Source: an optimization exercise on an open RTL-to-GDS flow (aim: a short achievable clock period and few clock cycles). Production flows keep margins and buffers that such runs may drop.
In this exercise RTL edits were held to simulation tests only and were not proved equivalent to the original.
The flow treats the clock pin as an ideal source, which a real chip does not have.
Power figures rest on the tool's default switching activity, not on a simulated workload.

TR:
Design top, start of the top module:
module top(input clk, sys_rst,
           input [15:0] din,
           output [15:0] dout,
           output dout_valid,
           output din_ack,
           output [15:0] imem_addr,
           input [31:0] imem_data,
           output halted
);
For scale: about 16000 cells after synthesis, about 85 I/O pins, ~0.20 mm^2 of cells after synthesis.
export LEC_CHECK = 0
export CAP_MARGIN = 20
export CORE_MARGIN = 2
export CORE_UTILIZATION = 50
export CTS_CLUSTER_DIAMETER = 150
export CTS_CLUSTER_SIZE = 25
export SLEW_MARGIN = 40
export SYNTH_HIERARCHICAL = 1
create_clock -name core_clock -period 11.0 [get_ports {clk}]
standard.sh (not shown) runs the stock make flow with config.mk's settings and CLKGATE_MAP_FILE= SYNTH_SCRIPT=/design/flow/synth_recipe.tcl, a recipe that flattens the netlist after the stock synthesis.
==> flow/flow/run.sh <==
#!/bin/bash
# Standard ORFS layout with: synthesis mapped for delay (no full-adder cells,
# modules synthesized separately), plain buffers on the ports, setup repair
# aimed well inside the clock period (stepwise after CTS, see post_cts.tcl),
# antenna repair with a margin in global and detailed routing (pre_grt.tcl,
# pre_drt.tcl), a wider slew margin for the repair of slews before routing,
# and larger clock tree clusters.
# The make output is in flow.log, each step's log in orfs/logs.
set -e
export BUFFER_PORTS_ARGS="-buffer_cell sky130_fd_sc_hd__buf_4"
export POST_CTS_TCL=$PWD/flow/post_cts.tcl
export PRE_GLOBAL_ROUTE_TCL=$PWD/flow/pre_grt.tcl
export PRE_DETAIL_ROUTE_TCL=$PWD/flow/pre_drt.tcl
bash standard.sh ADDER_MAP_FILE= ABC_CLOCK_PERIOD_IN_PS=1000 SETUP_SLACK_MARGIN=7.5 TNS_END_PERCENT=5 \
    CORE_UTILIZATION=50 SYNTH_HIERARCHICAL=1 SLEW_MARGIN=40 CTS_CLUSTER_SIZE=25 CTS_CLUSTER_DIAMETER=150 \
    finish > flow.log 2>&1
==> flow/flow/post_cts.tcl <==
# Stronger setup repair after CTS: raise the target step by step, so that the
# repair does not stall on the worst path before the others are fixed.
foreach m {6.0 6.5 7.0 7.2 7.4 7.6 7.8} {
  log_cmd repair_timing -setup -setup_margin $m -repair_tns 100 -max_passes 200 -match_cell_footprint
}
set result [catch { detailed_placement } msg]
if { $result != 0 } { error "Detailed placement failed after repair: $msg" }
check_placement -verbose
==> flow/flow/pre_drt.tcl <==
# Repair antennas after detailed routing with a margin, so that the next
# detailed routing is more likely to leave none.
rename repair_antennas orfs_repair_antennas
proc repair_antennas {args} { return [orfs_repair_antennas {*}$args -ratio_margin 30] }
==> flow/flow/pre_grt.tcl <==
# Repair antennas in global routing with a margin, so that detailed routing
# finds none left and does not have to route again after inserting diodes.
rename repair_antennas orfs_repair_antennas
proc repair_antennas {args} { orfs_repair_antennas {*}$args -ratio_margin 30 }
TR has completed all stages; timing, DRC and antenna checks passed.
Testbench counts of TR, summed over its fixed seeds: cycles 71,631.
> inputs changed (TR -> MS)
Settings: clearing CTS_CLUSTER_DIAMETER, which used to be 150; clearing CTS_CLUSTER_SIZE, which used to be 25.
==> flow/flow/run.sh <==
#!/bin/bash
# Standard ORFS layout with: synthesis mapped for delay (no full-adder cells,
# modules synthesized separately), plain buffers on the ports, setup repair
# aimed well inside the clock period (stepwise after CTS, see post_cts.tcl),
# antenna repair with a margin in global routing (pre_grt.tcl), and a wider
# slew margin for the repair of slews before routing.
# The make output is in flow.log, each step's log in orfs/logs.
set -e
export BUFFER_PORTS_ARGS="-buffer_cell sky130_fd_sc_hd__buf_4"
export POST_CTS_TCL=$PWD/flow/post_cts.tcl
export PRE_GLOBAL_ROUTE_TCL=$PWD/flow/pre_grt.tcl
bash standard.sh ADDER_MAP_FILE= ABC_CLOCK_PERIOD_IN_PS=1000 SETUP_SLACK_MARGIN=7.5 TNS_END_PERCENT=5 \
    CORE_UTILIZATION=50 SYNTH_HIERARCHICAL=1 SLEW_MARGIN=40 finish > flow.log 2>&1
removed: flow/flow/pre_drt.tcl
MS vs. TR: area added between synthesis and finish went up by 4.0 points. Diff TR -> MS: top achievable clock speed went up; number of global-route vias before repair went up.


top, a different RTL version from the one above (not shown whole).
Size in the first run: ~4500 flip-flops.
clock: 11.0 ns
lec_check: 0
cap_margin: 20
core_margin: 2
core_utilization: 60
slew_margin: 40
synth_hierarchical: 1
==> flow/flow/run.sh <==
#!/bin/bash
# Standard ORFS layout with: synthesis mapped for delay (no full-adder cells,
# modules synthesized separately), plain buffers on the ports, setup repair
# aimed well inside the clock period (stepwise after CTS, see post_cts.tcl),
# antenna repair with a margin in global routing (pre_grt.tcl), and a wider
# slew margin for the repair of slews before routing.
# The make output is in flow.log, each step's log in orfs/logs.
set -e
export BUFFER_PORTS_ARGS="-buffer_cell sky130_fd_sc_hd__buf_4"
export POST_CTS_TCL=$PWD/flow/post_cts.tcl
export PRE_GLOBAL_ROUTE_TCL=$PWD/flow/pre_grt.tcl
bash standard.sh ADDER_MAP_FILE= ABC_CLOCK_PERIOD_IN_PS=1000 SETUP_SLACK_MARGIN=7.5 TNS_END_PERCENT=5 \
    CORE_UTILIZATION=60 SYNTH_HIERARCHICAL=1 SLEW_MARGIN=40 finish > flow.log 2>&1
Scripts as last shown in full above: flow/flow/post_cts.tcl, flow/flow/pre_grt.tcl
The starting point finished with timing, DRC and antenna clean.
Testbench counts at the start, summed over its fixed seeds: cycles 71,631.
Next try:
--- a/flow/flow/run.sh
+++ b/flow/flow/run.sh
@@ -13 +13 @@
-    CORE_UTILIZATION=60 SYNTH_HIERARCHICAL=1 SLEW_MARGIN=40 finish > flow.log 2>&1
+    CORE_UTILIZATION=50 SYNTH_HIERARCHICAL=1 SLEW_MARGIN=40 finish > flow.log 2>&1
CORE_UTILIZATION = 50   (was 60)
Effect: Hold slack is worse by 0.034 ns; power is about the same; routed wire length went down by 0.74%.

[what the ideal ports hide]
How much do the figures lean on ideal ports? The routed layouts below were timed once more, with nothing changed but the port constraints.
Step 1 sets driving cells, clkbuf_16 on the clock port and buf_2 on the other inputs (assumed; they add their load-dependent delay and slew).
Step 2 also shifts input and output timing later by t, the mid clock arrival at the registers, as if the neighbouring blocks saw the same clock.
Three values: no drivers, after step 1, after step 2; two values: the first two.
run | shift t [ns] | setup slack, ns | hold slack, ns
TR | 1.172 | 7.153 / 7.025 / 6.331 | 0.331 / 0.331 / 0.331
MS | 1.160 | 7.168 / 7.048 / 6.537 | 0.315 / 0.315 / 0.315
the first run of note 2 | 1.175 | 6.987 / 6.883 / 6.206 | 0.327 / 0.327 / 0.327
the second run of note 2 | 1.179 | 7.025 / 6.907 / 6.210 | 0.293 / 0.293 / 0.293
After both steps setup and hold are still met in every run listed. The setup slack of TR, which loses most, moves by -0.128 ns with the drivers and by -0.822 ns with both steps.
